This is an optimization exercise on Yosys and OpenROAD, whose aim is small area and a short achievable clock period, not a production implementation. Where RTL was checked, it was by simulation tests only, not by an equivalence proof against the original. The flow treats the clock pin as an ideal source, which a real chip does not have.

== before ==
==> flow/design.v <==
module fifo29(
    input Clk,
    input [31:0] dataIn,
    input RD,
    input WR,
    input EN,
    input Rst,
    output reg [31:0] dataOut,
    output reg EMPTY,
    output reg FULL
);
reg [31:0] FIFO [7:0];
reg [7:0] rdPtr, wrPtr;
reg notEmpty, notFull;
wire act = EN && !Rst;
wire rdGo = act && RD && notEmpty;
wire wrGo = act && WR && notFull;
wire [7:0] rdPtrInc = {rdPtr[6:0], rdPtr[7]};
wire [7:0] wrPtrInc = {wrPtr[6:0], wrPtr[7]};
wire lastWord = |(rdPtrInc & wrPtr);
wire lastSlot = |(wrPtrInc & rdPtr);
wire hold = !EN;
wire clear = EN && Rst;
wire [7:0] rdStep = rdGo ? rdPtrInc : rdPtr;
wire [7:0] wrStep = wrGo ? wrPtrInc : wrPtr;
wire emptyStep = (rdGo && !wrGo) ? lastWord : (wrGo ? 1'b0 : !notEmpty);
wire fullStep = (wrGo && !rdGo) ? lastSlot : (rdGo ? 1'b0 : !notFull);
wire emptyNext = (act & emptyStep) | clear | (hold & !notEmpty);
wire fullNext = (act & fullStep) | (hold & !notFull);
always @(posedge Clk) begin
    rdPtr <= ({8{act}} & rdStep) | ({8{hold}} & rdPtr) | {7'd0, clear};
    wrPtr <= ({8{act}} & wrStep) | ({8{hold}} & wrPtr) | {7'd0, clear};
    notEmpty <= !emptyNext;
    notFull <= !fullNext;
    EMPTY <= emptyNext;
    FULL <= fullNext;
end
wire [7:0] wrSlot = {8{notFull}} & wrPtr;
wire [7:0] rdSlot = {8{notEmpty}} & rdPtr;
wire [31:0] wrEn [7:0];
wire [31:0] rdSel [7:0];
wire [31:0] rdHold;
genvar g, c;
generate
    for (c = 0; c < 4; c = c + 1) begin : gLane
        for (g = 0; g < 8; g = g + 1) begin : gWord
            fifo29_gate4 gw (.en(EN), .req(WR), .rst(Rst), .ok(wrSlot[g]), .y(wrEn[g][8*c]));
            fifo29_gate4 gr (.en(EN), .req(RD), .rst(Rst), .ok(rdSlot[g]), .y(rdSel[g][8*c]));
            assign wrEn[g][8*c+7:8*c+1] = {7{wrEn[g][8*c]}};
            assign rdSel[g][8*c+7:8*c+1] = {7{rdSel[g][8*c]}};
        end
        fifo29_nand4 gh (.en(EN), .req(RD), .rst(Rst), .ok(notEmpty), .y(rdHold[8*c]));
        assign rdHold[8*c+7:8*c+1] = {7{rdHold[8*c]}};
    end
endgenerate
integer i, b;
always @(posedge Clk) begin
    for (i = 0; i < 8; i = i + 1)
        for (b = 0; b < 32; b = b + 1)
            if (wrEn[i][b])
                FIFO[i][b] <= dataIn[b];
end
wire [31:0] rdData;
genvar k;
generate
    for (k = 0; k < 32; k = k + 1) begin : gBit
        wire n0, n1, n2;
        fifo29_aoi222 g0 (.a0(FIFO[0][k]), .s0(rdSel[0][k]), .a1(FIFO[1][k]), .s1(rdSel[1][k]), .a2(FIFO[2][k]), .s2(rdSel[2][k]), .y(n0));
        fifo29_aoi222 g1 (.a0(FIFO[3][k]), .s0(rdSel[3][k]), .a1(FIFO[4][k]), .s1(rdSel[4][k]), .a2(FIFO[5][k]), .s2(rdSel[5][k]), .y(n1));
        fifo29_aoi222 g2 (.a0(FIFO[6][k]), .s0(rdSel[6][k]), .a1(FIFO[7][k]), .s1(rdSel[7][k]), .a2(dataOut[k]), .s2(rdHold[k]), .y(n2));
        assign rdData[k] = ~(n0 & n1 & n2);
    end
endgenerate
always @(posedge Clk)
    dataOut <= rdData;
endmodule
module fifo29_aoi222(
    input a0, s0, a1, s1, a2, s2,
    output y
);
assign y = ~((a0 & s0) | (a1 & s1) | (a2 & s2));
endmodule
module fifo29_gate4(
    input en, req, rst, ok,
    output y
);
assign y = en & req & !rst & ok;
endmodule
module fifo29_nand4(
    input en, req, rst, ok,
    output y
);
assign y = !(en & req & !rst & ok);
endmodule
Settings: LEC_CHECK=0, CAP_MARGIN=20, CORE_MARGIN=2, CORE_UTILIZATION=55, SETUP_SLACK_MARGIN=1.5, SLEW_MARGIN=20, SYNTH_HIERARCHICAL=1, SYNTH_MINIMUM_KEEP_SIZE=0, TNS_END_PERCENT=10; clock period 3.0 ns.
standard.sh (not shown) runs the stock make flow with config.mk's settings and CLKGATE_MAP_FILE= SYNTH_SCRIPT=/design/flow/synth_recipe.tcl, a recipe that flattens the netlist after the stock synthesis.
==> flow/flow/run.sh <==
#!/bin/bash
# The standard layout (standard.sh), with two changes:
#  - plain buffers (buf_2) instead of delay buffers on the ports;
#  - a hand-built two-level clock tree, made by flow/pre_cts.tcl before CTS.
# ORFS's own logs stay under orfs/logs; make's output goes to flow.log.
set -euo pipefail
here=$(pwd)
bash standard.sh "BUFFER_PORTS_ARGS=-buffer_cell sky130_fd_sc_hd__buf_2" \
  "PRE_CTS_TCL=$here/flow/pre_cts.tcl" finish > flow.log 2>&1
Other scripts of this flow, unchanged in this note and not shown: flow/flow/mtree.tcl, flow/flow/pre_cts.tcl
Inputs modified between before and after:
--- a/flow/design.v
+++ b/flow/design.v
@@ -9,12 +9,13 @@
     output reg EMPTY,
     output reg FULL
 );
 reg [31:0] FIFO [7:0];
 reg [7:0] rdPtr, wrPtr;
 reg notEmpty, notFull;
+reg [7:0] rdOk;
 wire act = EN && !Rst;
 wire rdGo = act && RD && notEmpty;
 wire wrGo = act && WR && notFull;
 wire [7:0] rdPtrInc = {rdPtr[6:0], rdPtr[7]};
 wire [7:0] wrPtrInc = {wrPtr[6:0], wrPtr[7]};
 wire lastWord = |(rdPtrInc & wrPtr);
@@ -24,36 +25,38 @@
 wire [7:0] rdStep = rdGo ? rdPtrInc : rdPtr;
 wire [7:0] wrStep = wrGo ? wrPtrInc : wrPtr;
 wire emptyStep = (rdGo && !wrGo) ? lastWord : (wrGo ? 1'b0 : !notEmpty);
 wire fullStep = (wrGo && !rdGo) ? lastSlot : (rdGo ? 1'b0 : !notFull);
 wire emptyNext = (act & emptyStep) | clear | (hold & !notEmpty);
 wire fullNext = (act & fullStep) | (hold & !notFull);
+wire [7:0] rdPtrNext = ({8{act}} & rdStep) | ({8{hold}} & rdPtr) | {7'd0, clear};
 always @(posedge Clk) begin
-    rdPtr <= ({8{act}} & rdStep) | ({8{hold}} & rdPtr) | {7'd0, clear};
+    rdPtr <= rdPtrNext;
+    rdOk <= rdPtrNext & {8{!emptyNext}};
     wrPtr <= ({8{act}} & wrStep) | ({8{hold}} & wrPtr) | {7'd0, clear};
     notEmpty <= !emptyNext;
     notFull <= !fullNext;
     EMPTY <= emptyNext;
     FULL <= fullNext;
 end
 wire [7:0] wrSlot = {8{notFull}} & wrPtr;
-wire [7:0] rdSlot = {8{notEmpty}} & rdPtr;
+wire [7:0] rdSlot = rdOk;
 wire [31:0] wrEn [7:0];
 wire [31:0] rdSel [7:0];
 wire [31:0] rdHold;
 genvar g, c;
 generate
-    for (c = 0; c < 4; c = c + 1) begin : gLane
+    for (c = 0; c < 1; c = c + 1) begin : gLane
         for (g = 0; g < 8; g = g + 1) begin : gWord
-            fifo29_gate4 gw (.en(EN), .req(WR), .rst(Rst), .ok(wrSlot[g]), .y(wrEn[g][8*c]));
-            fifo29_gate4 gr (.en(EN), .req(RD), .rst(Rst), .ok(rdSlot[g]), .y(rdSel[g][8*c]));
-            assign wrEn[g][8*c+7:8*c+1] = {7{wrEn[g][8*c]}};
-            assign rdSel[g][8*c+7:8*c+1] = {7{rdSel[g][8*c]}};
+            fifo29_gate4 gw (.en(EN), .req(WR), .rst(Rst), .ok(wrSlot[g]), .y(wrEn[g][32*c]));
+            fifo29_gate4 gr (.en(EN), .req(RD), .rst(Rst), .ok(rdSlot[g]), .y(rdSel[g][32*c]));
+            assign wrEn[g][32*c+31:32*c+1] = {31{wrEn[g][32*c]}};
+            assign rdSel[g][32*c+31:32*c+1] = {31{rdSel[g][32*c]}};
         end
-        fifo29_nand4 gh (.en(EN), .req(RD), .rst(Rst), .ok(notEmpty), .y(rdHold[8*c]));
-        assign rdHold[8*c+7:8*c+1] = {7{rdHold[8*c]}};
+        fifo29_nand4 gh (.en(EN), .req(RD), .rst(Rst), .ok(notEmpty), .y(rdHold[32*c]));
+        assign rdHold[32*c+31:32*c+1] = {31{rdHold[32*c]}};
     end
 endgenerate
 integer i, b;
 always @(posedge Clk) begin
     for (i = 0; i < 8; i = i + 1)
         for (b = 0; b < 32; b = b + 1)
Results
- Min sequential share of layout area across after and before: after
- As of after, footprint of the flip-flops and latches had risen slightly compared to before.
- Of after and before, the run reporting the higher pin count of the biggest net entering global routing was before.
- Looking at worst setup slack, after sits 0.036 ns above before.
- Register count in after is higher than in before.
- The post-cts resize count reported for after is smaller than that of before by 40.
- after: first-iteration DRC count 47 below before
Only the layout flow was run in after; the RTL was not checked for function there.

-- re-timing with driven ports --
The results above use ideal ports. As a check the final layouts listed here were re-extracted and re-timed, cells and wires unchanged.
Step 1: set_driving_cell puts a clkbuf_16 on Clk and a buf_2 on each other input, an assumption about the parent block.
Step 2 times the ports against the registers' clock, not the clock port: input delays grow and output delays shrink by t, the midpoint of the rising clock arrivals with the driver on.
Slacks: ideal / step 1 / step 2; pairs: ideal / step 1.
run | t, ns | slack for setup (ns) | clock arrival spread, ns | worst register clock-pin slew, ns | pins driven straight from the clock port
before | 0.394 | 1.404 / 1.404 / 1.048 | 0.015 / 0.015 | 0.10 / 0.10 | 4
after | 0.404 | 1.440 / 1.421 / 1.017 | 0.032 / 0.032 | 0.10 / 0.10 | 4
After both steps setup and hold are still met in every run listed. For after, which loses most, drivers alone change the setup slack by -0.019 ns; drivers and shift together by -0.423 ns.
